Context: an optimization exercise on an open-source flow, tuned for a short achievable clock period and few clock cycles. The choices shown serve that exercise and are no tape-out recipe. Where RTL was checked, it was by simulation tests only, not by an equivalence proof against the original. Function not checked in run 4: the RTL went through the layout flow alone. Power figures rest on the tool's default switching activity, not on a simulated workload.

==> flow/design.v <==
module Decoder_3_to_8
	(
	 input [2:0] select_bits,
	 input enable_bit,
	 output reg [7:0] out
	);
	always @*
		case({enable_bit, select_bits})
			4'b0000, 4'b0001, 4'b0010, 4'b0011, 4'b0100, 4'b0101, 4'b0110, 4'b0111: out = 8'h00;
			4'b1000: out = 8'h01;
			4'b1001: out = 8'h02;
			4'b1010: out = 8'h04;
			4'b1011: out = 8'h08;
			4'b1100: out = 8'h10;
			4'b1101: out = 8'h20;
			4'b1110: out = 8'h40;
			4'b1111: out = 8'h80;
		endcase
endmodule
module Decoder_4_to_16
	(
	 input [3:0] select_bits,
	 input enable_bit,
	 output reg [15:0] out
	);
	always @*
		case({enable_bit, select_bits})
			5'b00000, 5'b00001, 5'b00010, 5'b00011, 5'b00100, 5'b00101, 5'b00110,
				5'b00111, 5'b01000, 5'b01001, 5'b01010, 5'b01011, 5'b01100,
				5'b01101, 5'b01110, 5'b01111: out = 16'h0000;
			5'b10000: out = 16'h0001;
			5'b10001: out = 16'h0002;
			5'b10010: out = 16'h0004;
			5'b10011: out = 16'h0008;
			5'b10100: out = 16'h0010;
			5'b10101: out = 16'h0020;
			5'b10110: out = 16'h0040;
			5'b10111: out = 16'h0080;
			5'b11000: out = 16'h0100;
			5'b11001: out = 16'h0200;
			5'b11010: out = 16'h0400;
			5'b11011: out = 16'h0800;
			5'b11100: out = 16'h1000;
			5'b11101: out = 16'h2000;
			5'b11110: out = 16'h4000;
			5'b11111: out = 16'h8000;
		endcase
endmodule
module Mux_16(
	input [15:0] i1,
	input [15:0] i2,
	input [15:0] i3,
	input [15:0] i4,
	input [15:0] i5,
	input [15:0] i6,
	input [15:0] i7,
	input [15:0] i8,
	input [15:0] i9,
	input [15:0] i10,
	input [15:0] i11,
	input [15:0] i12,
	input [15:0] i13,
	input [15:0] i14,
	input [15:0] i15,
	input [15:0] i16,
	input [3:0] selector,
	output reg [15:0] o
	);
	always @* 
		case ({selector})
			4'h0: o = i1;
			4'h1: o = i2;
			4'h2: o = i3;
			4'h3: o = i4;
			4'h4: o = i5;
			4'h5: o = i6;
			4'h6: o = i7;
			4'h7: o = i8;
			4'h8: o = i9;
			4'h9: o = i10;
			4'ha: o = i11;
			4'hb: o = i12;
			4'hc: o = i13;
			4'hd: o = i14;
			4'he: o = i15;
			4'hf: o = i16;
		endcase
endmodule
module ALU(
	input [15:0] a,
	input [15:0] b,
	input [3:0] Imm,
	input [1:0] Alu_Control,
	output reg [15:0] Result
	);
 reg [15:0] extended_Imm;
 integer i;
 always @* 
	begin 
		extended_Imm [0]= Imm[0];
		extended_Imm [1]= Imm[1];
		extended_Imm [2]= Imm[2];
		extended_Imm [3]= Imm[3];
		for( i=4 ; i<16; i=i+1 )
			extended_Imm[i] = Imm[3];
		if( Alu_Control[0] == 0 & Alu_Control[1] == 0)
			Result = a & b;
		else if(Alu_Control[0] == 0 & Alu_Control[1] == 1)
			Result = a & extended_Imm;
		else if(Alu_Control[0] == 1 & Alu_Control[1] == 0)
			Result = a + b;
		else begin
			if(Imm[3] == 1) begin
				extended_Imm = ~extended_Imm + 1;
				Result = a - extended_Imm;
			end
			else
				Result = a + extended_Imm;
		end
	end
endmodule 
module Comparator(
		input [15:0] a,
		input [15:0] b,
		input compareSignal,
		input Clock,
		input Reset,
		output reg zf,cf
	);
	always @(posedge Clock)
		begin
			if (Reset) begin
				zf <= 1'b0;
				cf <= 1'b0;
			end
			else if (compareSignal) begin
				zf <= (a == b);
				cf <= (a < b);
			end
		end
endmodule
module Jump_Condition_Checker
	(
	 input [2:0] jump_signal,
	 input zf, cf, jumpCondCheck,
	 output reg jump_condition_result
	);
	wire [7:0] decoder_result;
	reg je, ja, jb, jbe, jae;
	Decoder_3_to_8 decoder(jump_signal, 1'b1, decoder_result);
	always @*
	begin
		je = (zf & ~cf) & decoder_result[0] & jumpCondCheck;
		ja = (~zf & ~cf) & decoder_result[1] & jumpCondCheck;
		jb = (~zf & cf) & decoder_result[2] & jumpCondCheck;
		jbe = ((~zf & cf) | (zf & ~cf)) & decoder_result[3] & jumpCondCheck;
		jae = ((~zf & ~cf) | (zf & ~cf)) & decoder_result[4] & jumpCondCheck;
		jump_condition_result = je | ja | jb | jbe | jae;
	end
endmodule
module Register_File
	(
	 input [15:0] data_to_write,
	 input regWrite,
	 input [3:0] register_to_write,
	 input [3:0] output_a_selector,
	 input [3:0] output_b_selector,
	 output reg [15:0] output_a,
	 output reg [15:0] output_b,
	 input Clock
	);
	reg [15:0] reg1, reg2, reg3, reg4, reg5, reg6, reg7, reg8, reg9, reg10, reg11,
			   reg12, reg13, reg14, reg15, reg16;
	wire [15:0] decoded_value;
	integer i;
	Decoder_4_to_16 decoder(register_to_write, 1'b1, decoded_value);
	always @(posedge Clock) begin
		if(decoded_value[0] & regWrite)
			reg1 <= data_to_write;
		else if(decoded_value[1] & regWrite)
			reg2 <= data_to_write;
		else if(decoded_value[2] & regWrite)
			reg3 <= data_to_write;
		else if(decoded_value[3] & regWrite)
			reg4 <= data_to_write;
		else if(decoded_value[4] & regWrite)
			reg5 <= data_to_write;
		else if(decoded_value[5] & regWrite)
			reg6 <= data_to_write;
		else if(decoded_value[6] & regWrite)
			reg7 <= data_to_write;
		else if(decoded_value[7] & regWrite)
			reg8 <= data_to_write;
		else if(decoded_value[8] & regWrite)
			reg9 <= data_to_write;
		else if(decoded_value[9] & regWrite)
			reg10 <= data_to_write;
		else if(decoded_value[10] & regWrite)
			reg11 <= data_to_write;
		else if(decoded_value[11] & regWrite)
			reg12 <= data_to_write;
		else if(decoded_value[12] & regWrite)
			reg13 <= data_to_write;
		else if(decoded_value[13] & regWrite)
			reg14 <= data_to_write;
		else if(decoded_value[14] & regWrite)
			reg15 <= data_to_write;
		else if(decoded_value[15] & regWrite)
			reg16 <= data_to_write;
	end
	wire [15:0] a, b;
	Mux_16 a_mux(reg1, reg2, reg3, reg4, reg5, reg6, reg7, reg8, reg9, reg10, reg11,
			   reg12, reg13, reg14, reg15, reg16, output_a_selector, a);
	Mux_16 b_mux(reg1, reg2, reg3, reg4, reg5, reg6, reg7, reg8, reg9, reg10, reg11,
			   reg12, reg13, reg14, reg15, reg16, output_b_selector, b);
	always @* begin
		output_a <= a;
		output_b <= b;
	end
endmodule
module Control_Unit(
		input [3:0] opcode,
		input Clock,
		input Reset,
		output reg pcReadsignal,
		output reg instRead,
		output reg loadData,
		output reg regWrite,
		output reg pcWrite,
		output reg changePc,
		output reg [2:0] jumpSignal,
		output reg [1:0] aluControl,
		output reg dataMemRead,
		output reg memWrite,
		output reg jumpCondCheck,
		output reg compareSignal
	);
	reg [2:0] state,stateNext;
	reg changePcReg;
	always @(state, opcode)
		begin
			pcReadsignal <= ((~state[0]) & (~state[1]) & (~state[2]));
			instRead <= (state[0] & ~state[1] & ~state[2]);
			loadData <= (~state[0] & state[1] & ~state[2] & ~opcode[2] & ~opcode[3]);
			regWrite <= (~state[0] & state[1] & ~state[2] & ~opcode[2] & ~opcode[3]) | (~state[0] & state[1] & ~state[2] & opcode[0] & ~opcode[1] & opcode[2] & ~opcode[3]);
			pcWrite <= state[2];
			changePcReg <= (state[0] & state[1] & ~state[2] & opcode[0] & opcode[1] & opcode[2] & ~opcode[3]) | (state[0] & state[1] & ~state[2] & opcode[3]);
			jumpSignal[0] <= opcode[0] ;  jumpSignal[1] <= opcode[1] ;  jumpSignal[2] <= opcode[2] ; 
			aluControl[0] <= opcode[0] ;  aluControl[1] <= opcode[1] ;
			dataMemRead <= (~state[0] & state[1] & ~state[2] & opcode[0] & ~opcode[1] & opcode[2] & ~opcode[3]);
			memWrite <= (~state[0] & state[1] & ~state[2] & ~opcode[0] & opcode[1] & opcode[2] & ~opcode[3]);
			jumpCondCheck <= opcode[3];
			compareSignal <= (~state[0] & state[1] & ~state[2] & ~opcode[0] & ~opcode[1] & opcode[2] & ~opcode[3]);
			stateNext[0] <= (~state[0] & ~state[1] & ~state[2]) | (~state[0] & state[1] & ~state[2]);
			stateNext[1] <= (state[0] & ~state[1] & ~state[2])  | (~state[0] & state[1] & ~state[2]);
			stateNext[2] <= (state[0] & state[1] & ~state[2]);
		end
	always @(posedge Clock) 
		begin
			if (Reset) begin
				state <= 3'b000;
				changePc <= 1'b0;
			end
			else begin
				state <= stateNext;
				changePc <= changePcReg;
			end
		end
endmodule
module cpu(
	input clk,
	input rst,
	output [11:0] imem_addr,
	input [15:0] imem_rdata,
	output [7:0] dmem_addr,
	output [15:0] dmem_wdata,
	output dmem_we,
	input [15:0] dmem_rdata
);
wire Clock = clk;
reg [3:0] opcode;
wire pcReadsignal;
wire instRead;
wire loadData;
wire regWrite;
wire pcWrite;
wire changePc;
wire [2:0] jumpSignal;
wire [1:0] aluControl;
wire dataMemRead;
wire memWrite;
wire jumpCondCheck;
wire compareSignal;
reg [15:0] data_to_write;
reg [3:0] register_to_write;
reg [3:0] output_a_selector;
reg [3:0] output_b_selector;
wire [15:0] output_a;
wire [15:0] output_b;
reg [15:0] alu_register1;
reg [15:0] alu_register2;
reg [3:0] alu_imm;
wire [15:0] alu_result;
reg [7:0] data_store_address;
reg [15:0] registor_to_data_memory;
wire [15:0] data_memory;
wire [15:0] instruction_memory;
wire zf, cf;
reg jump_condition_result;
wire jump_condition_result_temp;
reg [11:0] program_counter;
reg first_mux_output;
reg [11:0] second_mux_output;
Control_Unit c_u(opcode, Clock, rst, pcReadsignal, instRead, loadData, regWrite, pcWrite, changePc, 
				jumpSignal, aluControl, dataMemRead, memWrite, jumpCondCheck, compareSignal);
assign imem_addr = program_counter;
assign instruction_memory = imem_rdata;
assign dmem_addr = data_store_address;
assign dmem_wdata = registor_to_data_memory;
assign dmem_we = memWrite;
assign data_memory = dmem_rdata;
Register_File register_file(data_to_write, regWrite, register_to_write, output_a_selector, output_b_selector, output_a, output_b, Clock);
ALU alu(alu_register1, alu_register2, alu_imm, aluControl, alu_result);
Comparator comparator(output_a, output_b, compareSignal, Clock, rst, zf, cf);
Jump_Condition_Checker jump_condition_checker(jumpSignal, zf, cf, jumpCondCheck, jump_condition_result_temp);
always @* begin
	if(loadData == 0)
		data_to_write <= data_memory;
	else
		data_to_write <= alu_result;
	opcode[0] <= instruction_memory[12];
	opcode[1] <= instruction_memory[13];
	opcode[2] <= instruction_memory[14];
	opcode[3] <= instruction_memory[15];
	register_to_write[0] <= instruction_memory[8];
	register_to_write[1] <= instruction_memory[9];
	register_to_write[2] <= instruction_memory[10];
	register_to_write[3] <= instruction_memory[11];
	if(~instruction_memory[12] & instruction_memory[13] & instruction_memory[14] & ~instruction_memory[15]) begin
		output_a_selector[0] <= instruction_memory[8];
		output_a_selector[1] <= instruction_memory[9];
		output_a_selector[2] <= instruction_memory[10];
		output_a_selector[3] <= instruction_memory[11];
	end
	else begin
		output_a_selector[0] <= instruction_memory[4];
		output_a_selector[1] <= instruction_memory[5];
		output_a_selector[2] <= instruction_memory[6];
		output_a_selector[3] <= instruction_memory[7];
	end
	output_b_selector[0] <= instruction_memory[0];
	output_b_selector[1] <= instruction_memory[1];
	output_b_selector[2] <= instruction_memory[2];
	output_b_selector[3] <= instruction_memory[3];
	alu_imm[0] <= instruction_memory[0];
	alu_imm[1] <= instruction_memory[1];
	alu_imm[2] <= instruction_memory[2];
	alu_imm[3] <= instruction_memory[3];
	data_store_address[0] <= instruction_memory[0];
	data_store_address[1] <= instruction_memory[1];
	data_store_address[2] <= instruction_memory[2];
	data_store_address[3] <= instruction_memory[3];
	data_store_address[4] <= instruction_memory[4];
	data_store_address[5] <= instruction_memory[5];
	data_store_address[6] <= instruction_memory[6];
	data_store_address[7] <= instruction_memory[7];
	jump_condition_result <= jump_condition_result_temp | ~instruction_memory[15];
	registor_to_data_memory <= output_a;
	alu_register1 <= output_a;
	alu_register2 <= output_b;
	if(changePc == 1)
		first_mux_output = jump_condition_result;
	else
		first_mux_output = 0;
	if(first_mux_output == 1)
		second_mux_output = instruction_memory[11:0];
	else
		second_mux_output = 12'h001;
end
always @(posedge Clock) begin
	if(rst)
		program_counter <= 12'h000;
	else if(pcWrite == 1)
		program_counter <= second_mux_output + program_counter;
end
endmodule
==> flow/run.sh <==
#!/bin/bash
# synth_recipe.tcl (not shown) runs the flow's synth.tcl, then flattens the netlist and writes it again
# the make line also repeats each setting of config.mk as NAME=value (left out here)
make -C /OpenROAD-flow-scripts/flow DESIGN_CONFIG=/design/flow/config.mk WORK_HOME=/design/flow/orfs CLKGATE_MAP_FILE= SYNTH_SCRIPT=/design/flow/synth_recipe.tcl finish
==> flow/config.mk <==
export PLATFORM = sky130hd
export DESIGN_NAME = cpu
export DESIGN_NICKNAME = cpu
export VERILOG_FILES = /design/flow/design.v
export SDC_FILE = /design/flow/constraint.sdc
export NUM_CORES = 4
export LEC_CHECK = 0
export CAP_MARGIN = 20
export CORE_MARGIN = 2
export CORE_UTILIZATION = 40
export SLEW_MARGIN = 20
==> flow/constraint.sdc <==
create_clock -name core_clock -period 10.0 [get_ports {clk}]
set_input_delay 2.0000 -clock core_clock [delete_from_list [all_inputs] [get_ports {clk}]]
set_output_delay 2.0000 -clock core_clock [all_outputs]
set_load 0.01 [all_outputs]
==> summary.txt, run 1 <==
GRT overflow=0; Clock Skew=0.0123 ns; number of CTS-inserted buffers=31; syn nets=1543; Synth Register Bits=274; commonest non-fill, non-tap cell in the layout=edfxtp_1; WP data required=8.00 ns; final period utilization=0.875; Synth top area share=0.484; Final #Nets=~1600; GRT Util Overall=0.304; clk slew on worst S/H paths=about 0.06 ns; Final WS setup=1.25 ns; Post-synth ARST share=0; syn avg cell area=about 11 sq um; Hold/Removal Path Class=flop to flop; dominant cells by area after synthesis=edfxtp_1, ha_1, a22oi_1; worst vdd ir=135 uV; die area=around 0.041 sq mm; Top delay family on crit path=compound AO/OA/AOI/OAI gates; Clk Latency, worst-skew pair=between 0.5 and 0.6 ns; Hold Slack=0.483 ns; Fin Setup TNS=0 ns; worst-case clock buffer depth=3; most frequent cell on the critical path=clkdlybuf4s50_1; crit path cell chain=clkdlybuf4s50_1 -> buf_4 -> and4bb_4 -> mux2i_4 -> nor2_1 -> o2bb2ai_1 -> a22o_1 -> a2111oi_0 -> a21oi_1 -> clkdlybuf4s50_1; status=no timing/DRC/antenna violations; Chip Height=203 um; TritonCTS clock tree=done; Post-synth EDFFs=roughly 260; Final GP Congestion=between 1 and 1.5; starting density of the core=0.403; Place WS=1.46 ns; worst-margin pin slew=roughly 1.0 ns; Worst Path Arrival=about 6.8 ns; ANT cells=0; startpoint types=input port; IO Pins=71; PortBufs=70; crit path kind=input port to primary output; First DRT Iteration DRCs=1925; Crit-path slowest cell=mux2i_4; Final Max Slew Viols=0; DR vias=13800; Die Wd=a little over 200 um; Slew headroom=0.286; area leader, netlist=edfxtp_1; cell depth of the worst hold path=2; final hold violations=0; Area Overhead vs Synth=16.1%; TritonRoute pass-1 iters=8; pin count of the biggest net entering global routing=37; Tmin final=8.75 ns; Final Non-Filler Cells=2067; Seq/Total Area, Yosys=0.506; dpl hpwl=around 44000 um; Lkg Pwr=6.32 nW; DRC violations left=0; first-pass GRT wire length=91500 um; vias in the first global route=13000; Root Buffer=clkbuf_16; H-tree depth=1; Final Util=0.468; crit-path max FO=24; antenna violations before repair=2; CP Depth=10; power density cells=167 mW/mm^2; area of the mapped netlist=0.0159 sq mm; most frequent cells in the layout=edfxtp_1, nand2_1, nor2_1, a21oi_1, a22oi_1; placed cells=2010; Rows=73; WL/cell=~31 um; CTS sink count=274; crit end category=primary output; final wirelength=64000 um; Buf/Inv on CP=3; Ys Warns=9; Setup Fix Bufs, Post-CTS=0; RSZ-0062 raised after global routing=no; post-CTS resize count=0; Yosys cell types=75; Max-Cap Viols=0; layout cells sized above 1=0.128; final setup fails=0; CP max stage delay=0.91 ns; reg2reg path depth=12; cts hold-fix bufs=0; FMAX=between 100 and 150 MHz; Main synth FF type=edfxtp_1; Post-DRT Antenna Nets=0; post-synthesis cell count=around 1400; Core Region=0.0395 sq mm; Via density=~6.7
[routing by layer]
metal / global-route usage / up-vias / routed length, um
met3: 0.0678 / 209 / 7410
met4: 0.146 / 4 / 3360
li1: - / 5805 / -
met2: 0.454 / 1009 / 27400
met1: 0.419 / 6743 / 25800
met5: 0 / - / 22
[power breakdown]
group | switching, mW | leakage [nW] | total (mW) | internal, mW
registers | 0.00411 | 2.45 | 1.27 | 1.27
logic | 0.381 | 3.35 | 0.612 | 0.231
clock network | 0.478 | 0.524 | 1.20 | 0.725
[logic make-up (layout without fill, tap and decap cells)]
family,after synthesis,in the layout,share of synthesized area
mux,80,80,0.0693
buf+inv,127,228,0.0361
simple gates,429,429,0.128
compound gates,438,438,0.192
fa+ha+maj,68,68,0.0549
xor+xnor,25,25,0.0138
flops,274,274,0.506
[synth_stat cells (6+ instances only)]
cell type	n
a22oi_1	76
o21a_1	18
mux4_2	17
mux2i_1	31
xnor2_1	17
o32ai_1	6
edfxtp_1	256
nor3b_1	7
nand3b_1	6
clkbuf_1	44
nand2_1	136
nand2b_1	15
nand3_1	43
a211oi_1	8
nor2_1	104
a221oi_1	24
or4_1	6
and2_1	11
a222oi_1	12
dfxtp_1	18
a32oi_1	14
nor4_1	6
buf_2	21
buf_4	10
inv_1	41
a21oi_1	90
nand4_1	16
mux2_2	27
a22o_1	20
o21ai_0	62
o22a_1	10
a21o_1	10
nor3_1	47
o22ai_1	14
ha_1	65
xor2_1	8
nor2b_1	10
buf_1	7
a31oi_1	20
[final cells by class]
cell class	count	area [sq um]
fill	3626	21000
sequential	274	8050
multi-input combinational	1040	7380
timing repair buffer	130	1150
clock buffer	33	783
tap	525	657
clock inverter	24	297
inverter	41	154
[stage by stage]
stage	instance area (sq um)	power, mW
floorplan	15900	1.68
global placement	17400	1.88
detailed placement	17400	1.89
CTS	18500	3.08
global route	18500	3.18
finish	18500	3.08
[path summary, 6_finish.rpt]
check                                        start                           endpoint  slack [ns]
hold reg to reg         comparator.zf$_SDFFE_PP0P_         comparator.zf$_SDFFE_PP0P_        0.48
setup reg to reg  register_file.reg10[2]$_DFFE_PP_  register_file.reg14[10]$_DFFE_PP_        5.17
setup / recovery                    imem_rdata[13]                     dmem_wdata[11]        1.25
hold / removal          comparator.zf$_SDFFE_PP0P_         comparator.zf$_SDFFE_PP0P_        0.48
[worst reg2reg max path, stage by stage (launching register included)]
cell and delay [ns]:
edfxtp_1 0.43, a222oi_1 0.38, o2111ai_1 0.17, nor4_1 0.89, nor2_1 0.15, ha_1 0.41, nor2b_1 0.17, o31ai_1 0.49
a211oi_1 0.19, o211ai_1 0.25, a21oi_1 0.09, o21ai_0 0.26, a22o_1 0.64
Testbench counts, summed over its fixed seeds: cycles 224,953.
==> inputs of run 2 (changes only) <==
--- a/flow/design.v
+++ b/flow/design.v
@@ -277,110 +277,96 @@
 	output dmem_we,
 	input [15:0] dmem_rdata
 );
-wire Clock = clk;
-reg [3:0] opcode;
-wire pcReadsignal;
-wire instRead;
-wire loadData;
-wire regWrite;
-wire pcWrite;
-wire changePc;
-wire [2:0] jumpSignal;
-wire [1:0] aluControl;
-wire dataMemRead;
-wire memWrite;
-wire jumpCondCheck;
-wire compareSignal;
-reg [15:0] data_to_write;
-reg [3:0] register_to_write;
-reg [3:0] output_a_selector;
-reg [3:0] output_b_selector;
-wire [15:0] output_a;
-wire [15:0] output_b;
-reg [15:0] alu_register1;
-reg [15:0] alu_register2;
-reg [3:0] alu_imm;
-wire [15:0] alu_result;
-reg [7:0] data_store_address;
-reg [15:0] registor_to_data_memory;
-wire [15:0] data_memory;
-wire [15:0] instruction_memory;
-wire zf, cf;
-reg jump_condition_result;
-wire jump_condition_result_temp;
-reg [11:0] program_counter;
-reg first_mux_output;
-reg [11:0] second_mux_output;
-Control_Unit c_u(opcode, Clock, rst, pcReadsignal, instRead, loadData, regWrite, pcWrite, changePc, 
-				jumpSignal, aluControl, dataMemRead, memWrite, jumpCondCheck, compareSignal);
-assign imem_addr = program_counter;
-assign instruction_memory = imem_rdata;
-assign dmem_addr = data_store_address;
-assign dmem_wdata = registor_to_data_memory;
-assign dmem_we = memWrite;
-assign data_memory = dmem_rdata;
-Register_File register_file(data_to_write, regWrite, register_to_write, output_a_selector, output_b_selector, output_a, output_b, Clock);
-ALU alu(alu_register1, alu_register2, alu_imm, aluControl, alu_result);
-Comparator comparator(output_a, output_b, compareSignal, Clock, rst, zf, cf);
-Jump_Condition_Checker jump_condition_checker(jumpSignal, zf, cf, jumpCondCheck, jump_condition_result_temp);
-always @* begin
-	if(loadData == 0)
-		data_to_write <= data_memory;
+reg [11:0] pc;
+wire [15:0] ins = imem_rdata;
+wire [3:0] fop = ins[15:12];
+wire f_jmp = (fop == 4'h7);
+wire f_jcc = ins[15] & ~(ins[14] & (ins[13] | ins[12]));    
+wire f_pred = ins[11] | (fop == 4'hB) | (fop == 4'hC);
+wire f_pt = f_jmp | (f_jcc & f_pred);
+wire [11:0] pc_inc = pc + 12'd1;
+wire [11:0] pc_tgt = pc + ins[11:0];
+wire [11:0] f_next = f_pt ? pc_tgt : pc_inc;
+wire [11:0] f_alt = f_pt ? pc_inc : pc_tgt;
+reg        vR;
+reg        r_jcc, r_pred;
+reg        r_je, r_ja, r_jb, r_jbe, r_jae;
+reg [11:0] r_alt;
+reg [3:0]  r_asel, r_bsel, r_dsel;
+reg [7:0]  r_addr;
+reg        r_wr, r_ld, r_st, r_cmp, r_and, r_imm;
+reg [15:0] eA, eB;
+reg [3:0]  e_d;
+reg        e_wr, e_ld, e_and, e_cmp;
+reg        st_we;
+reg [7:0]  daddr;
+reg [15:0] sdata;
+reg        zf, cf;
+reg [15:0] rf [0:15];
+wire [15:0] e_alu = e_and ? (eA & eB) : (eA + eB);
+wire [15:0] e_res = e_ld ? dmem_rdata : e_alu;
+wire zf_n = (eA == eB);
+wire cf_n = (eA < eB);
+wire zf_u = e_cmp ? zf_n : zf;
+wire cf_u = e_cmp ? cf_n : cf;
+wire r_take = (r_je & zf_u) | (r_ja & ~zf_u & ~cf_u) | (r_jb & cf_u) |
+              (r_jbe & (zf_u | cf_u)) | (r_jae & ~cf_u);
+wire mispred = vR & r_jcc & (r_take ^ r_pred);
+wire fwdA = e_wr & (e_d == r_asel);
+wire fwdB = e_wr & (e_d == r_bsel);
+wire [15:0] opA = fwdA ? e_res : rf[r_asel];
+wire [15:0] opB = r_imm ? {{12{r_bsel[3]}}, r_bsel} : (fwdB ? e_res : rf[r_bsel]);
+always @(posedge clk) begin
+	if (rst)
+		pc <= 12'h000;
+	else if (mispred)
+		pc <= r_alt;
 	else
-		data_to_write <= alu_result;
-	opcode[0] <= instruction_memory[12];
-	opcode[1] <= instruction_memory[13];
-	opcode[2] <= instruction_memory[14];
-	opcode[3] <= instruction_memory[15];
-	register_to_write[0] <= instruction_memory[8];
-	register_to_write[1] <= instruction_memory[9];
-	register_to_write[2] <= instruction_memory[10];
-	register_to_write[3] <= instruction_memory[11];
-	if(~instruction_memory[12] & instruction_memory[13] & instruction_memory[14] & ~instruction_memory[15]) begin
-		output_a_selector[0] <= instruction_memory[8];
-		output_a_selector[1] <= instruction_memory[9];
-		output_a_selector[2] <= instruction_memory[10];
-		output_a_selector[3] <= instruction_memory[11];
+		pc <= f_next;
+	vR <= ~rst & ~mispred;
+	r_jcc <= f_jcc;
+	r_pred <= f_pred;
+	r_je  <= (fop == 4'h8);
+	r_ja  <= (fop == 4'h9);
+	r_jb  <= (fop == 4'hA);
+	r_jbe <= (fop == 4'hB);
+	r_jae <= (fop == 4'hC);
+	r_alt <= f_alt;
+	r_asel <= (fop == 4'h6) ? ins[11:8] : ins[7:4];
+	r_bsel <= ins[3:0];
+	r_dsel <= ins[11:8];
+	r_addr <= ins[7:0];
+	r_wr  <= ~fop[3] & ~fop[2] | (fop == 4'h5);
+	r_ld  <= (fop == 4'h5);
+	r_st  <= (fop == 4'h6);
+	r_cmp <= (fop == 4'h4);
+	r_and <= (fop == 4'h0) | (fop == 4'h2);
+	r_imm <= (fop == 4'h2) | (fop == 4'h3);
+	eA <= opA;
+	eB <= opB;
+	e_d <= r_dsel;
+	e_wr <= ~rst & vR & r_wr;
+	e_ld <= r_ld;
+	e_and <= r_and;
+	e_cmp <= ~rst & vR & r_cmp;
+	st_we <= ~rst & vR & r_st;
+	if (vR & (r_ld | r_st))
+		daddr <= r_addr;
+	if (vR & r_st)
+		sdata <= opA;
+	if (e_wr)
+		rf[e_d] <= e_res;
+	if (rst) begin
+		zf <= 1'b0;
+		cf <= 1'b0;
 	end
-	else begin
-		output_a_selector[0] <= instruction_memory[4];
-		output_a_selector[1] <= instruction_memory[5];
-		output_a_selector[2] <= instruction_memory[6];
-		output_a_selector[3] <= instruction_memory[7];
+	else if (e_cmp) begin
+		zf <= zf_n;
+		cf <= cf_n;
 	end
-	output_b_selector[0] <= instruction_memory[0];
-	output_b_selector[1] <= instruction_memory[1];
-	output_b_selector[2] <= instruction_memory[2];
-	output_b_selector[3] <= instruction_memory[3];
-	alu_imm[0] <= instruction_memory[0];
-	alu_imm[1] <= instruction_memory[1];
-	alu_imm[2] <= instruction_memory[2];
-	alu_imm[3] <= instruction_memory[3];
-	data_store_address[0] <= instruction_memory[0];
-	data_store_address[1] <= instruction_memory[1];
-	data_store_address[2] <= instruction_memory[2];
-	data_store_address[3] <= instruction_memory[3];
-	data_store_address[4] <= instruction_memory[4];
-	data_store_address[5] <= instruction_memory[5];
-	data_store_address[6] <= instruction_memory[6];
-	data_store_address[7] <= instruction_memory[7];
-	jump_condition_result <= jump_condition_result_temp | ~instruction_memory[15];
-	registor_to_data_memory <= output_a;
-	alu_register1 <= output_a;
-	alu_register2 <= output_b;
-	if(changePc == 1)
-		first_mux_output = jump_condition_result;
-	else
-		first_mux_output = 0;
-	if(first_mux_output == 1)
-		second_mux_output = instruction_memory[11:0];
-	else
-		second_mux_output = 12'h001;
-end
-always @(posedge Clock) begin
-	if(rst)
-		program_counter <= 12'h000;
-	else if(pcWrite == 1)
-		program_counter <= second_mux_output + program_counter;
 end
+assign imem_addr = pc;
+assign dmem_addr = daddr;
+assign dmem_wdata = sdata;
+assign dmem_we = st_we;
 endmodule
--- a/flow/config.mk
+++ b/flow/config.mk
@@ -5,6 +5,7 @@
 export SDC_FILE = /design/flow/constraint.sdc
 export NUM_CORES = 4
 export LEC_CHECK = 0
+export ABC_CLOCK_PERIOD_IN_PS = 2000
 export CAP_MARGIN = 20
 export CORE_MARGIN = 2
 export CORE_UTILIZATION = 40
==> summary.txt, run 2 <==
Final Util=0.471; final period utilization=0.425; Hold/Removal Path Class=flop to flop; Tmin final=4.25 ns; Worst Path Arrival=4.67 ns; IO Pins=71; starting density of the core=0.403; Setup Fix Bufs, Post-CTS=0; Crit-path slowest cell=a2111oi_0; final setup fails=0; post-CTS resize count=0; CTS sink count=377; Synth top area share=0.475; GRT overflow=0; Final #Nets=1264; Reg power frac=0.462; cts hold-fix bufs=0; most frequent cell on the critical path=mux2i_1; PortBufs=70; clock group share of total power=0.368; RSZ-0062 raised after global routing=no; Die Wd=214 um; Rows=77; commonest non-fill, non-tap cell in the layout=edfxtp_1; Yosys cell types=68; Clock Skew=0.0187 ns; H-tree depth=2; crit-path max FO=3; clk slew on worst S/H paths=0.06 ns; Lkg Pwr=6.95 nW; most frequent cells in the layout=edfxtp_1, mux4_2, dfxtp_1, clkdlybuf4s50_1; Post-DRT Antenna Nets=0; power density cells=201 mW/mm^2; Final GP Congestion=0.868; first-pass GRT wire length=approximately 66000 um; Slew headroom=0.361; Post-synth EDFFs=280; P_int=3.05 mW; Largest Register=rf; pin count of the biggest net entering global routing=57; reg2reg path depth=12; worst-margin pin slew=0.959 ns; vias in the first global route=10600; worst vdd ir=between 100 and 150 uV; antenna violations before repair=0; startpoint types=input port; Area Overhead vs Synth=16.7%; synth cell count leaders=edfxtp_1, mux4_2, dfxtp_1, nor2_1, ha_1; WL/cell=23.9 um; GRT Util Overall=0.191; DR vias=roughly 10000; final hold violations=0; Final Max Slew Viols=0; Root Buffer=clkbuf_16; syn avg cell area=~16 sq um; Logic pwr share=0.170; dominant cells by area after synthesis=edfxtp_1, mux4_2, dfxtp_1; Max-Cap Viols=0; CP max stage delay=around 0.66 ns; TritonCTS clock tree=done; worst-case clock buffer depth=3; number of CTS-inserted buffers=between 40 and 50; Buf/Inv on CP=1; post-synthesis cell count=between 1000 and 1500; count leader, synth=edfxtp_1; layout cells sized above 1=0.277; area leader, netlist=edfxtp_1; FMAX=235 MHz; Clk Latency, worst-skew pair=0.55 ns; TritonRoute pass-1 iters=5; Seq/Total Area, Yosys=0.584; Synth Register Bits=377; Core Region=about 0.044 sq mm; Chip Height=214 um; Via density=5.62; Hold Slack=0.327 ns; CP Depth=10; Top delay family on crit path=compound AO/OA/AOI/OAI gates; ANT cells=0; First DRT Iteration DRCs=1004; crit end category=flop; Main synth FF type=edfxtp_1; cell depth of the worst hold path=0; final wirelength=43300 um; crit path kind=input port to flop; syn nets=1171; max reg flops=256; Final WS setup=about 5.7 ns; Post-synth ARST share=0; crit path cell chain=clkdlybuf4s50_1 -> ha_1 -> a211oi_1 -> o21ai_0 -> a2111oi_0 -> o31ai_1 -> xnor2_1 -> mux2i_1 -> mux2i_1 -> nor2_1; status=no timing/DRC/antenna violations; dpl hpwl=27000 um; die area=0.0460 sq mm; switch share=0.266; WP data required=10.41 ns; area of the mapped netlist=approximately 0.018 sq mm; Fin Setup TNS=0 ns; Ys Warns=1; Place WS=around 5 ns; NetSw=1.10 mW; DRC violations left=0
[run 2: cell count changes after synthesis, moves of 33 or more]
cell / previous run / this run
dfxtp_1: 18 / 97
nor2_1: 104 / 53
nand3_1: 43 / 8
mux4_2: 17 / 159
a22oi_1: 76 / 0
o21ai_0: 62 / 29
nand2_1: 136 / 41
a21oi_1: 90 / 41
[run 2: through the flow]
step	cells	power, mW	cell area, sq um
floorplan	1091	2.39	17700
global placement	1732	2.64	19300
detailed placement	1732	2.65	19300
CTS	1808	4.18	20700
global route	1809	4.31	20700
finish	1809	4.15	20700
[run 2: logic make-up after synthesis]
kind of cell | after synthesis | synth area share
xor+xnor | 37 | 0.0183
buf+inv | 95 | 0.0215
mux | 214 | 0.235
fa+ha+maj | 46 | 0.0333
simple gates | 178 | 0.0511
compound gates | 144 | 0.0567
flops | 377 | 0.584
[run 2: worst paths after layout]
kind	start	to	slack (ns)
setup reg to reg	eB[0]$_DFF_P_	sdata[14]$_DFFE_PP_	6.45
hold / removal	r_dsel[1]$_DFF_P_	e_d[1]$_DFF_P_	0.33
hold reg to reg	r_dsel[1]$_DFF_P_	e_d[1]$_DFF_P_	0.33
setup / recovery	imem_rdata[1]	pc[11]$_SDFF_PP0_	5.75
[run 2: layer usage]
layer | share of wire | track usage | up-vias
li1 | - | - | 4558
met4 | 0.021 | 0.0530 | 0
met2 | 0.49 | 0.320 | 297
met3 | 0.060 | 0.0313 | 74
met5 | 0 | 0 | -
met1 | 0.43 | 0.259 | 5242
[run 2: power by group through the flow]
stage	Combinational, mW	Clock [mW]	Sequential (mW)
after global routing	0.773	1.61	1.93
after global placement	0.693	0	1.95
after CTS	0.705	1.56	1.92
after detailed placement	0.703	0	1.95
after floorplan	0.457	0	1.94
final	0.704	1.53	1.92
[run 2: cell type report]
class | instances | area, sq um
Clock inverter | 24 | 206
Multi-Input combinational cell | 619 | 7080
Clock buffer | 52 | 1170
Sequential cell | 377 | 10400
Inverter | 39 | 146
Fill cell | 3769 | 23300
Tap cell | 592 | 741
Timing Repair Buffer | 106 | 977
Testbench counts of run 2, summed over its fixed seeds: cycles 46,774.
==> inputs of run 3 (changes only) <==
==> flow/flow/run.sh (new file) <==
#!/bin/bash
# Standard ORFS layout, with timing repair aiming well below the 10 ns constraint.
set -euo pipefail
bash standard.sh SETUP_SLACK_MARGIN=7.5 finish > flow_make.log 2>&1
==> flow/standard.sh (new file) <==
#!/bin/bash
# synth_recipe.tcl (not shown) runs the flow's synth.tcl, then flattens the netlist and writes it again
# the make line also repeats each setting of config.mk as NAME=value (left out here)
make -C /OpenROAD-flow-scripts/flow DESIGN_CONFIG=/design/flow/config.mk WORK_HOME=/design/flow/orfs CLKGATE_MAP_FILE= SYNTH_SCRIPT=/design/flow/synth_recipe.tcl "${@:-finish}"
removed: flow/run.sh
==> summary.txt, run 3 <==
crit end category=flop; Max-Cap Viols=0; syn nets=1171; Via density=5.68; reg2reg path depth=12; Lkg Pwr=8.04 nW; RSZ-0062 raised after global routing=yes; Final Non-Filler Cells=1909; Post-DRT Antenna Nets=0; Worst Path Arrival=4.10 ns; worst-margin pin slew=1.03 ns; Post-synth ARST share=0; worst-case clock buffer depth=3; Yosys cell types=68; TritonCTS clock tree=done; clk slew on worst S/H paths=0.06 ns; final setup fails=0; count leader, synth=edfxtp_1; cell depth of the worst hold path=0; Root Buffer=clkbuf_16; Crit-path slowest cell=o31a_1; max reg flops=between 200 and 300; area of the multi-input gates=0.00851 sq mm; syn avg cell area=16.2 sq um; IO Pins=71; starting density of the core=0.403; Die Wd=roughly 210 um; cts hold-fix bufs=0; DRC violations left=0; final period utilization=0.365; Synth top area share=0.475; Area Overhead vs Synth=31.7%; Register Area=0.0104 sq mm; placed cells=1722; Final #Nets=1368; commonest non-fill, non-tap cell in the layout=edfxtp_1; final wirelength=~48000 um; Hold Slack=0.326 ns; Logic pwr share=0.270; Largest Register=rf; area leader, netlist=edfxtp_1; crit path kind=input port to flop; switch share=0.272; antenna violations before repair=0; Final WS setup=6.35 ns; Final Max Slew Viols=0; Seq/Total Area, Yosys=0.584; Hold/Removal Path Class=flop to flop; WP data required=about 10 ns; First DRT Iteration DRCs=934; most frequent cell on the critical path=o31a_1; area of the mapped netlist=0.0177 sq mm; fin area=0.0233 sq mm; Synth Register Bits=377; pin count of the biggest net entering global routing=67; final hold violations=0; fill count=approximately 3500; WL/cell=25.0 um; PortBufs=70; CP max stage delay=0.31 ns; first-pass GRT wire length=70500 um; GRT Util Overall=0.205; status=no timing/DRC/antenna violations; power density cells=197 mW/mm^2; Ys Warns=1; DR vias=10800; Chip Height=214 um; total power=4.60 mW; synth cell count leaders=edfxtp_1, mux4_2, dfxtp_1, nor2_1, ha_1; Slew headroom=0.313; post-synthesis cell count=1091; die area=0.0460 sq mm; TritonRoute pass-1 iters=5; Fin Setup TNS=0 ns; crit-path max FO=2; Reg power frac=0.417; Post-synth EDFFs=280; crit path cell chain=buf_6 -> ha_4 -> inv_2 -> fa_2 -> nor2b_2 -> o31a_1 -> o31a_1 -> o211ai_1 -> a21boi_1 -> o21a_1 -> o31a_1 -> a211oi_2; most frequent cells in the layout=edfxtp_1, mux4_2, buf_4, dfxtp_1, clkbuf_16; Rows=77; Place WS=5.38 ns; Final Util=0.531; P_int=3.35 mW; worst vdd ir=102 uV; Clk Latency, worst-skew pair=about 0.54 ns; Clock Skew=0.0133 ns; Placement Cell Area=~0.020 sq mm; NetSw=roughly 1.3 mW; GRT overflow=0; clock group share of total power=0.313; CTS sink count=377; dpl hpwl=27700 um; dominant cells by area after synthesis=edfxtp_1, mux4_2, dfxtp_1; Main synth FF type=edfxtp_1; Final GP Congestion=about 0.83; layout cells sized above 1=0.494; H-tree depth=2; ANT cells=0; vias in the first global route=11100; Core Region=between 0.04 and 0.05 sq mm; FMAX=274 MHz; startpoint types=input port; Tmin final=3.65 ns; number of CTS-inserted buffers=39
==> run 3: cell counts after synthesis <==
No cell type changed its count.
==> run 3: power groups by stage <==
stage | combinational [mW] | clock, mW | sequential, mW
floorplan | 0.537 | 0 | 1.94
global placement | 0.739 | 0 | 1.96
detailed placement | 0.751 | 0 | 1.96
CTS | 1.09 | 1.47 | 1.91
global route | 1.32 | 1.53 | 1.92
finish | 1.24 | 1.44 | 1.92
==> run 3: path summary, 6_finish.rpt <==
kind                 start                  end  slack [ns]
max reg2reg  eB[6]$_DFF_P_  sdata[13]$_DFFE_PP_        7.08
max          imem_rdata[0]    pc[10]$_SDFF_PP0_        6.35
min reg2reg  r_and$_DFF_P_        e_and$_DFF_P_        0.33
min          r_and$_DFF_P_        e_and$_DFF_P_        0.33
==> run 3: final cells by class <==
class,instances,share of cell area
timing repair buffer,212,0.0961
sequential,377,0.446
clock buffer,54,0.0488
multi-input combinational,619,0.365
tap,592,0.0317
clock inverter,16,0.00547
inverter,39,0.00675
==> run 3: per-layer routing <==
layer | track usage | wire, um | vias to the layer above
li1 | - | - | 4786
met1 | 0.267 | 19600 | 5660
met2 | 0.357 | 24300 | 318
met3 | 0.0309 | 2570 | 78
met4 | 0.0563 | 1170 | 0
met5 | 0 | 0 | -
==> run 3: critical path: cells and delay by family <==
family | cells | cell delay (ns)
AND/OR/NAND/NOR | 1 | 0.05
AO/OA/AOI/OAI | 7 | 1.55
adder cells (fa/ha/maj) | 2 | 0.35
buffers and inverters | 2 | 0.15
==> run 3: what timing repair did <==
action,CTS,global route
endpoints found under the setup margin,366,292
buffers inserted,77,30
pin swaps,68,52
resized for setup,416,83
gates cloned,8,2
==> run 3: cells by family (layout without fill, tap and decap cells) <==
logic type	Yosys count	count (layout)	share of synthesized area
flip-flops	377	377	0.584
AND/OR/NAND/NOR	178	178	0.0511
XOR/XNOR	37	37	0.0183
adder cells (fa/ha/maj)	46	46	0.0333
multiplexers	214	214	0.235
AO/OA/AOI/OAI	144	144	0.0567
buffers and inverters	95	321	0.0215
==> inputs of run 4 (changes only) <==
--- a/flow/design.v
+++ b/flow/design.v
@@ -277,6 +277,61 @@
 	output dmem_we,
 	input [15:0] dmem_rdata
 );
+function [11:0] add12;
+	input [11:0] a, b;
+	reg [11:0] g, p, p0;
+	integer i, d;
+	begin
+		g = a & b;
+		p = a ^ b;
+		p0 = p;
+		for (d = 1; d < 12; d = d * 2)
+			for (i = 11; i >= d; i = i - 1) begin
+				g[i] = g[i] | (p[i] & g[i-d]);
+				p[i] = p[i] & p[i-d];
+			end
+		add12 = p0 ^ {g[10:0], 1'b0};
+	end
+endfunction
+function [15:0] add16;
+	input [15:0] a, b;
+	reg [15:0] g, p, p0;
+	integer i, d;
+	begin
+		g = a & b;
+		p = a ^ b;
+		p0 = p;
+		for (d = 1; d < 16; d = d * 2)
+			for (i = 15; i >= d; i = i - 1) begin
+				g[i] = g[i] | (p[i] & g[i-d]);
+				p[i] = p[i] & p[i-d];
+			end
+		add16 = p0 ^ {g[14:0], 1'b0};
+	end
+endfunction
+function [11:0] inc12;
+	input [11:0] a;
+	integer i;
+	begin
+		for (i = 0; i < 12; i = i + 1)
+			inc12[i] = a[i] ^ (&(a | ~((12'd1 << i) - 12'd1)));
+	end
+endfunction
+function less16;
+	input [15:0] a, b;
+	reg [15:0] lt, eq;
+	integer i, d;
+	begin
+		lt = ~a & b;
+		eq = ~(a ^ b);
+		for (d = 1; d < 16; d = d * 2)
+			for (i = 15; i >= d; i = i - 1) begin
+				lt[i] = lt[i] | (eq[i] & lt[i-d]);
+				eq[i] = eq[i] & eq[i-d];
+			end
+		less16 = lt[15];
+	end
+endfunction
 reg [11:0] pc;
 wire [15:0] ins = imem_rdata;
 wire [3:0] fop = ins[15:12];
@@ -284,8 +339,8 @@
 wire f_jcc = ins[15] & ~(ins[14] & (ins[13] | ins[12]));    
 wire f_pred = ins[11] | (fop == 4'hB) | (fop == 4'hC);
 wire f_pt = f_jmp | (f_jcc & f_pred);
-wire [11:0] pc_inc = pc + 12'd1;
-wire [11:0] pc_tgt = pc + ins[11:0];
+wire [11:0] pc_inc = inc12(pc);
+wire [11:0] pc_tgt = add12(pc, ins[11:0]);
 wire [11:0] f_next = f_pt ? pc_tgt : pc_inc;
 wire [11:0] f_alt = f_pt ? pc_inc : pc_tgt;
 reg        vR;
@@ -303,10 +358,10 @@
 reg [15:0] sdata;
 reg        zf, cf;
 reg [15:0] rf [0:15];
-wire [15:0] e_alu = e_and ? (eA & eB) : (eA + eB);
+wire [15:0] e_alu = e_and ? (eA & eB) : add16(eA, eB);
 wire [15:0] e_res = e_ld ? dmem_rdata : e_alu;
 wire zf_n = (eA == eB);
-wire cf_n = (eA < eB);
+wire cf_n = less16(eA, eB);
 wire zf_u = e_cmp ? zf_n : zf;
 wire cf_u = e_cmp ? cf_n : cf;
 wire r_take = (r_je & zf_u) | (r_ja & ~zf_u & ~cf_u) | (r_jb & cf_u) |
==> summary.txt, run 4 <==
count leader, synth=edfxtp_1; clock group share of total power=0.315; clk slew on worst S/H paths=0.06 ns; FMAX=~280 MHz; Synth Register Bits=between 300 and 400; antenna violations before repair=0; XOR/XNOR share of the synthesized area=0.0158; Post-synth ARST share=0; crit path kind=input port to flop; commonest non-fill, non-tap cell in the layout=edfxtp_1; worst-margin pin slew=around 0.95 ns; area of the mapped netlist=roughly 0.018 sq mm; WL/cell=24.6 um; Crit-path slowest cell=o41a_1; worst-case clock buffer depth=3; Via density=5.63; status=no timing/DRC/antenna violations; Chip Height=between 200 and 250 um; die area=0.0460 sq mm; Tmin final=between 3 and 4 ns; Core Region=0.0440 sq mm; hold path endpoint=e_d[2]$_DFF_P_; switch share=0.270; Main synth FF type=edfxtp_1; Slew headroom=0.369; ANT cells=0; worst vdd ir=104 uV; TritonCTS clock tree=done; startpoint types=input port; Final Util=0.526; starting density of the core=0.403; DR vias=10900; simple-gate portion of the synthesized area=0.0596; Area Overhead vs Synth=30.7%; Final Non-Filler Cells=1932; area leader, netlist=edfxtp_1; Max-Cap Viols=0; GRT Util Overall=0.203; NetSw=1.20 mW; First DRT Iteration DRCs=about 1100; Final #Nets=1394; area of the multi-input gates=roughly 0.0084 sq mm; fin area=0.0232 sq mm; crit path cell chain=buf_6 -> ha_4 -> inv_2 -> fa_2 -> nor2b_2 -> o21ai_2 -> a21boi_2 -> o31a_1 -> o41a_1 -> mux2_4 -> a31o_4 -> a21oi_2; post-synthesis mux area share=0.234; post-synthesis cell count=1108; cts hold-fix bufs=0; Buf/Inv on CP=2; Compound-Gate Fraction of Synth Area=0.0505; Final GP Congestion=0.871; WP data required=10.47 ns; IO Pins=71; Reg power frac=0.427; Seq/Total Area, Yosys=0.584; final setup fails=0; Post-Synth Adder-Cell Area=0.0354; P_int=3.27 mW; Hold Startpoint=r_dsel[2]$_DFF_P_; final period utilization=0.362; max reg flops=256; Ys Warns=1; placed cells=1736; first-pass GRT wire length=69900 um; Yosys cell types=69; Post-DRT Antenna Nets=0; FF-to-FF setup slack=approximately 7.1 ns; PortBufs=70; largest family of logic cells by synthesized area=multiplexers; Rows=77; syn avg cell area=16.0 sq um; vias in the first global route=between 10000 and 15000; H-tree depth=2; CP Depth=12; Hold/Removal Path Class=flop to flop; crit-path max FO=2; cell depth of the worst hold path=0; Lkg Pwr=a little over 8 nW; RSZ-0062 raised after global routing=yes; most frequent cells in the layout=edfxtp_1, mux4_2, buf_4, dfxtp_1, clkbuf_16; Root Buffer=clkbuf_16; CTS sink count=377; layout cells sized above 1=0.492; synth cell count leaders=edfxtp_1, mux4_2, dfxtp_1, nor2_1, nand2_1; R2R Path Start=eA[0]$_DFF_P_; fill count=between 3000 and 4000; reg2reg path depth=11; Largest Register=rf; CP max stage delay=between 0.3 and 0.4 ns; Worst R2R End=sdata[14]$_DFFE_PP_; dpl hpwl=27300 um; number of CTS-inserted buffers=39; crit end category=flop; Placement Cell Area=0.0196 sq mm; power density cells=just under 200 mW/mm^2; Top delay family on crit path=compound AO/OA/AOI/OAI gates; Final Max Slew Viols=0; dominant cells by area after synthesis=edfxtp_1, mux4_2, dfxtp_1; DRC violations left=0; final wirelength=47600 um; syn nets=1191; Post-synth EDFFs=280; Clk Latency, worst-skew pair=0.54 ns; Logic pwr share=0.258; CP Launch Point=imem_rdata[0]; Fin Setup TNS=0 ns; pin count of the biggest net entering global routing=66; Register Area=0.0104 sq mm; TritonRoute pass-1 iters=5; final hold violations=0; Synth top area share=0.474; GRT overflow=0; Worst Path Arrival=between 4 and 5 ns; Clock Skew=0.0195 ns; Die Wd=215 um
[run 4: cell count changes after synthesis, sizes merged, moves of 6 or more]
cell / delta
xnor2: -7
nor3b: +6
inv: -6
o21ai: +7
nand2: +16
[run 4: power groups by stage]
stage               clock network (mW)  registers, mW  logic (mW)
floorplan                            0           1.93       0.511
global placement                     0           1.94       0.700
detailed placement                   0           1.95       0.713
CTS                               1.44           1.91        1.01
global route                      1.50           1.91        1.23
finish                            1.41           1.91        1.15
[run 4: worst max-delay path by stage]
stage	endpoint	slack, ns
floorplan	pc[10]$_SDFF_PP0_	6.09
global placement	pc[10]$_SDFF_PP0_	5.35
detailed placement	pc[10]$_SDFF_PP0_	5.26
CTS	pc[10]$_SDFF_PP0_	6.31
global route	pc[10]$_SDFF_PP0_	6.31
finish	pc[10]$_SDFF_PP0_	6.38
[run 4: worst reg2reg max path, delay by kind of cell (launching register included)]
kind                     cells  cell delay [ns]
AND/OR/NAND/NOR              2             0.31
XOR/XNOR                     1             0.16
adder cells (fa/ha/maj)      2             0.51
multiplexers                 1             0.29
flip-flops                   1             0.35
AO/OA/AOI/OAI                4             1.00
buffers and inverters        1             0.04
[run 4: logic make-up after synthesis]
| group | after synthesis |
|---|---|
| xor gates and xnor gates | 32 |
| and+or+nand+nor | 211 |
| DFF | 377 |
| buffers and inverters | 92 |
| muxes | 211 |
| AOI/OAI and AO/OA | 136 |
| adders and majority gates | 49 |
[run 4: stage by stage]
stage               power, mW  setup WS (ns)  hold WS [ns]
global placement         2.64           5.35         0.313
CTS                      4.35           6.31         0.330
finish                   4.47           6.38         0.328
floorplan                2.44           6.09         0.310
global route             4.64           6.31         0.336
detailed placement       2.66           5.26         0.316
[run 4: per-layer routing]
metal	GRT usage	up-vias	part of all wire
met5	0	-	0
met4	0.0662	0	0.024
met3	0.0383	71	0.061
met2	0.355	338	0.51
met1	0.256	5650	0.40
li1	-	4818	-
[run 4: area by class of cell]
type,instances,share of cell area
Inverter,32,0.00551
Multi-Input combinational cell,641,0.364
Clock buffer,52,0.0489
Tap cell,592,0.0320
Clock inverter,18,0.00491
Timing Repair Buffer,220,0.0951
Sequential cell,377,0.450
[run 4: what timing repair did]
| action | CTS | global route |
|---|---|---|
| pin swaps | 64 | 39 |
| gates cloned | 3 | 3 |
| buffers inserted | 97 | 22 |
| resized for setup | 423 | 75 |
| endpoints found under the hold margin | 0 | 0 |
| endpoints found under the setup margin | 372 | 249 |
==> inputs of run 5 (changes only) <==
--- a/flow/design.v
+++ b/flow/design.v
@@ -335,24 +335,14 @@
 reg [11:0] pc;
 wire [15:0] ins = imem_rdata;
 wire [3:0] fop = ins[15:12];
-wire f_jmp = (fop == 4'h7);
-wire f_jcc = ins[15] & ~(ins[14] & (ins[13] | ins[12]));    
-wire f_pred = ins[11] | (fop == 4'hB) | (fop == 4'hC);
-wire f_pt = f_jmp | (f_jcc & f_pred);
 wire [11:0] pc_inc = inc12(pc);
 wire [11:0] pc_tgt = add12(pc, ins[11:0]);
-wire [11:0] f_next = f_pt ? pc_tgt : pc_inc;
-wire [11:0] f_alt = f_pt ? pc_inc : pc_tgt;
-reg        vR;
-reg        r_jcc, r_pred;
-reg        r_je, r_ja, r_jb, r_jbe, r_jae;
-reg [11:0] r_alt;
 reg [3:0]  r_asel, r_bsel, r_dsel;
 reg [7:0]  r_addr;
 reg        r_wr, r_ld, r_st, r_cmp, r_and, r_imm;
 reg [15:0] eA, eB;
 reg [3:0]  e_d;
-reg        e_wr, e_ld, e_and, e_cmp;
+reg        e_wr, e_ld, e_and;
 reg        st_we;
 reg [7:0]  daddr;
 reg [15:0] sdata;
@@ -360,54 +350,47 @@
 reg [15:0] rf [0:15];
 wire [15:0] e_alu = e_and ? (eA & eB) : add16(eA, eB);
 wire [15:0] e_res = e_ld ? dmem_rdata : e_alu;
-wire zf_n = (eA == eB);
-wire cf_n = less16(eA, eB);
-wire zf_u = e_cmp ? zf_n : zf;
-wire cf_u = e_cmp ? cf_n : cf;
-wire r_take = (r_je & zf_u) | (r_ja & ~zf_u & ~cf_u) | (r_jb & cf_u) |
-              (r_jbe & (zf_u | cf_u)) | (r_jae & ~cf_u);
-wire mispred = vR & r_jcc & (r_take ^ r_pred);
 wire fwdA = e_wr & (e_d == r_asel);
 wire fwdB = e_wr & (e_d == r_bsel);
 wire [15:0] opA = fwdA ? e_res : rf[r_asel];
 wire [15:0] opB = r_imm ? {{12{r_bsel[3]}}, r_bsel} : (fwdB ? e_res : rf[r_bsel]);
+wire zf_r = (opA == opB);
+wire cf_r = less16(opA, opB);
+wire zf_u = r_cmp ? zf_r : zf;
+wire cf_u = r_cmp ? cf_r : cf;
+wire f_take = ((fop == 4'h7)) |
+              ((fop == 4'h8) & zf_u) |
+              ((fop == 4'h9) & ~zf_u & ~cf_u) |
+              ((fop == 4'hA) & cf_u) |
+              ((fop == 4'hB) & (zf_u | cf_u)) |
+              ((fop == 4'hC) & ~cf_u);
 always @(posedge clk) begin
 	if (rst)
 		pc <= 12'h000;
-	else if (mispred)
-		pc <= r_alt;
+	else if (f_take)
+		pc <= pc_tgt;
 	else
-		pc <= f_next;
-	vR <= ~rst & ~mispred;
-	r_jcc <= f_jcc;
-	r_pred <= f_pred;
-	r_je  <= (fop == 4'h8);
-	r_ja  <= (fop == 4'h9);
-	r_jb  <= (fop == 4'hA);
-	r_jbe <= (fop == 4'hB);
-	r_jae <= (fop == 4'hC);
-	r_alt <= f_alt;
+		pc <= pc_inc;
 	r_asel <= (fop == 4'h6) ? ins[11:8] : ins[7:4];
 	r_bsel <= ins[3:0];
 	r_dsel <= ins[11:8];
 	r_addr <= ins[7:0];
-	r_wr  <= ~fop[3] & ~fop[2] | (fop == 4'h5);
+	r_wr  <= ~rst & (~fop[3] & ~fop[2] | (fop == 4'h5));
 	r_ld  <= (fop == 4'h5);
-	r_st  <= (fop == 4'h6);
-	r_cmp <= (fop == 4'h4);
+	r_st  <= ~rst & (fop == 4'h6);
+	r_cmp <= ~rst & (fop == 4'h4);
 	r_and <= (fop == 4'h0) | (fop == 4'h2);
 	r_imm <= (fop == 4'h2) | (fop == 4'h3);
 	eA <= opA;
 	eB <= opB;
 	e_d <= r_dsel;
-	e_wr <= ~rst & vR & r_wr;
+	e_wr <= ~rst & r_wr;
 	e_ld <= r_ld;
 	e_and <= r_and;
-	e_cmp <= ~rst & vR & r_cmp;
-	st_we <= ~rst & vR & r_st;
-	if (vR & (r_ld | r_st))
+	st_we <= ~rst & r_st;
+	if (r_ld | r_st)
 		daddr <= r_addr;
-	if (vR & r_st)
+	if (r_st)
 		sdata <= opA;
 	if (e_wr)
 		rf[e_d] <= e_res;
@@ -415,9 +398,9 @@
 		zf <= 1'b0;
 		cf <= 1'b0;
 	end
-	else if (e_cmp) begin
-		zf <= zf_n;
-		cf <= cf_n;
+	else if (r_cmp) begin
+		zf <= zf_r;
+		cf <= cf_r;
 	end
 end
 assign imem_addr = pc;
==> summary.txt, run 5 <==
status=no timing/DRC/antenna violations; area of the mapped netlist=0.0169 sq mm; Yosys cell types=58; GRT Util Overall=0.209; Fin Setup TNS=0 ns; ANT cells=0; Root Buffer=clkbuf_16; First DRT Iteration DRCs=just over 800; antenna violations before repair=0; CTS sink count=356; Final GP Congestion=roughly 0.83; Buf/Inv on CP=4; vias in the first global route=10700; Hold/Removal Path Class=flop to flop; Ys Warns=1; Post-synth ARST share=0; Crit-path slowest cell=nor4_2; Worst Path Arrival=~5.4 ns; Rows=75; IO Pins=71; final hold violations=0; Post-DRT Antenna Nets=0; DR vias=about 10000; CP max stage delay=0.40 ns; Final #Nets=1304; Slew headroom=0.375; Core Region=0.0419 sq mm; synth cell count leaders=edfxtp_1, mux4_2, dfxtp_1, a21oi_1, nand2_1; PortBufs=70; final wirelength=45100 um; TritonRoute pass-1 iters=5; final setup fails=0; Area Overhead vs Synth=26.3%; die area=0.0440 sq mm; dpl hpwl=26500 um; area leader, netlist=edfxtp_1; fill count=3436; most frequent cell on the critical path=ha_4; FMAX=204 MHz; power density cells=196 mW/mm^2; crit end category=flop; most frequent cells in the layout=edfxtp_1, mux4_2, buf_4, dfxtp_1, nand2_1; WP data required=roughly 10 ns; number of CTS-inserted buffers=39; H-tree depth=2; commonest non-fill, non-tap cell in the layout=edfxtp_1; pin count of the biggest net entering global routing=46; max reg flops=around 260; Tmin final=between 4 and 5 ns; Post-synth EDFFs=280; Chip Height=between 200 and 250 um; Final Util=0.511; GRT overflow=0; WL/cell=25.2 um; Main synth FF type=edfxtp_1; Synth Register Bits=356; crit-path max FO=6; Synth top area share=0.497; count leader, synth=edfxtp_1; RSZ-0062 raised after global routing=yes; syn nets=between 1000 and 1500; Top delay family on crit path=compound AO/OA/AOI/OAI gates; Via density=5.77; Largest Register=rf; crit path kind=flop to flop; clk slew on worst S/H paths=around 0.06 ns; worst-margin pin slew=0.937 ns; Clock Skew=0.0210 ns; post-synthesis cell count=around 1000; final period utilization=0.491; dominant cells by area after synthesis=edfxtp_1, mux4_2, dfxtp_1; Final Max Slew Viols=0; crit path cell chain=ha_4 -> inv_2 -> fa_2 -> nor2b_4 -> o21ai_2 -> a21boi_2 -> o31a_1 -> o41ai_2 -> xnor2_1 -> a221o_2 -> a221o_1 -> ha_4 -> nand4_1 -> nor4_2 -> a222oi_1 -> a31oi_1 -> buf_4 -> mux2i_4 -> nor3_4 -> buf_12 -> buf_8 -> mux2_2 -> nor2_1; starting density of the core=0.405; Die Wd=~210 um; worst-case clock buffer depth=3; layout cells sized above 1=0.426; startpoint types=flop; first-pass GRT wire length=67300 um; Seq/Total Area, Yosys=0.587; syn avg cell area=16.3 sq um; TritonCTS clock tree=done; Lkg Pwr=about 7.5 nW; DRC violations left=0; Clk Latency, worst-skew pair=0.54 ns; worst vdd ir=87.0 uV; Max-Cap Viols=0
## run 5: area by class of cell
type	count	area (sq um)	share of cell area
sequential	356	9970	0.466
clock inverter	23	194	0.00907
clock buffer	48	1030	0.0482
timing repair buffer	197	1940	0.0906
multi-input combinational	592	7390	0.346
inverter	35	180	0.00843
tap	539	674	0.0315
## run 5: worst reg2reg max path, cell delays in order (launching register included)
cell	delay, ns
dfxtp_2	0.33
ha_4	0.16
inv_2	0.05
fa_2	0.22
nor2b_4	0.05
o21ai_2	0.15
a21boi_2	0.09
o31a_1	0.34
o41ai_2	0.32
xnor2_1	0.10
a221o_2	0.38
a221o_1	0.38
ha_4	0.29
nand4_1	0.14
nor4_2	0.40
a222oi_1	0.17
a31oi_1	0.19
buf_4	0.16
mux2i_4	0.24
nor3_4	0.06
buf_12	0.16
buf_8	0.13
mux2_2	0.26
nor2_1	0.08
## run 5: where the power goes
group / internal, mW / switching, mW / total (mW)
combinational: 0.500 / 0.513 / 1.01
clock: 0.811 / 0.580 / 1.39
sequential: 1.76 / 0.0257 / 1.78
## run 5: metal layers
metal | vias up | share of wire | global-route usage | wire length, um
li1 | 4572 | - | - | -
met1 | 5329 | 0.41 | 0.278 | 18600
met2 | 327 | 0.49 | 0.347 | 22000
met3 | 95 | 0.065 | 0.0389 | 2950
met4 | 0 | 0.032 | 0.0682 | 1420
met5 | - | 0 | 0 | 0
## run 5: cells by family after synthesis
logic type / synth area share
AND/OR/NAND/NOR: 0.0483
flip-flops: 0.587
XOR/XNOR: 0.0160
AO/OA/AOI/OAI: 0.0506
buffers and inverters: 0.0217
adder cells (fa/ha/maj): 0.0371
multiplexers: 0.240
## run 5: worst paths after layout
check                    startpoint                to  slack (ns)  depth (start not counted)
setup / recovery      eB[0]$_DFF_P_  pc[3]$_SDFF_PP0_        5.09                         23
hold / removal    r_dsel[0]$_DFF_P_    e_d[0]$_DFF_P_        0.33                          0
setup reg to reg      eB[0]$_DFF_P_  pc[3]$_SDFF_PP0_        5.09                         23
hold reg to reg   r_dsel[0]$_DFF_P_    e_d[0]$_DFF_P_        0.33                          0
## run 5: through the flow
step / setup WS (ns) / cells / hold slack [ns] / instance area [sq um] / power, mW
floorplan: 5.24 / 1039 / 0.310 / 17300 / 2.25
global placement: 3.71 / 1618 / 0.313 / 18700 / 2.46
detailed placement: 3.59 / 1618 / 0.315 / 18700 / 2.47
CTS: 5.16 / 1768 / 0.330 / 21000 / 4.12
global route: 4.86 / 1790 / 0.332 / 21400 / 4.35
finish: 5.09 / 1790 / 0.326 / 21400 / 4.19
## run 5: timing repair
item,in CTS,in global routing
gates resized for setup,330,70
setup buffers,74,21
pin swaps,47,32
hold buffers,0,0
endpoints found under the setup margin,365,234
cloned,5,1
Testbench counts of run 5, summed over its fixed seeds: cycles 45,221.

-- separate check: timing with driven ports --
Ports are ideal in the flow. The routed layouts listed here were re-timed in OpenROAD.
Step 1, drivers: a clkbuf_16 drives clk and a buf_2 each remaining input, both assumed.
Step 2 times the ports against the registers' clock, not the clock port: input delays grow and output delays shrink by t, the midpoint of the rising clock arrivals with the driver on.
Slacks: ideal / step 1 / step 2; pairs: ideal / step 1.
run | shift t [ns] | setup WS [ns] | worst slew at a driven data input, ns
run 1 | 0.621 | 1.252 / 1.230 / 1.230 | 0.06
run 2 | 0.606 | 5.745 / 5.779 / 5.173 | 0.04
run 3 | 0.587 | 6.352 / 6.376 / 5.789 | 0.06
run 4 | 0.587 | 6.380 / 6.403 / 5.819 | 0.06
run 5 | 0.587 | 5.094 / 5.094 / 4.580 | 0.07
After both steps every run listed still meets setup and hold. The setup slack of run 2, which loses most, moves by +0.034 ns with the drivers and by -0.572 ns with both steps.
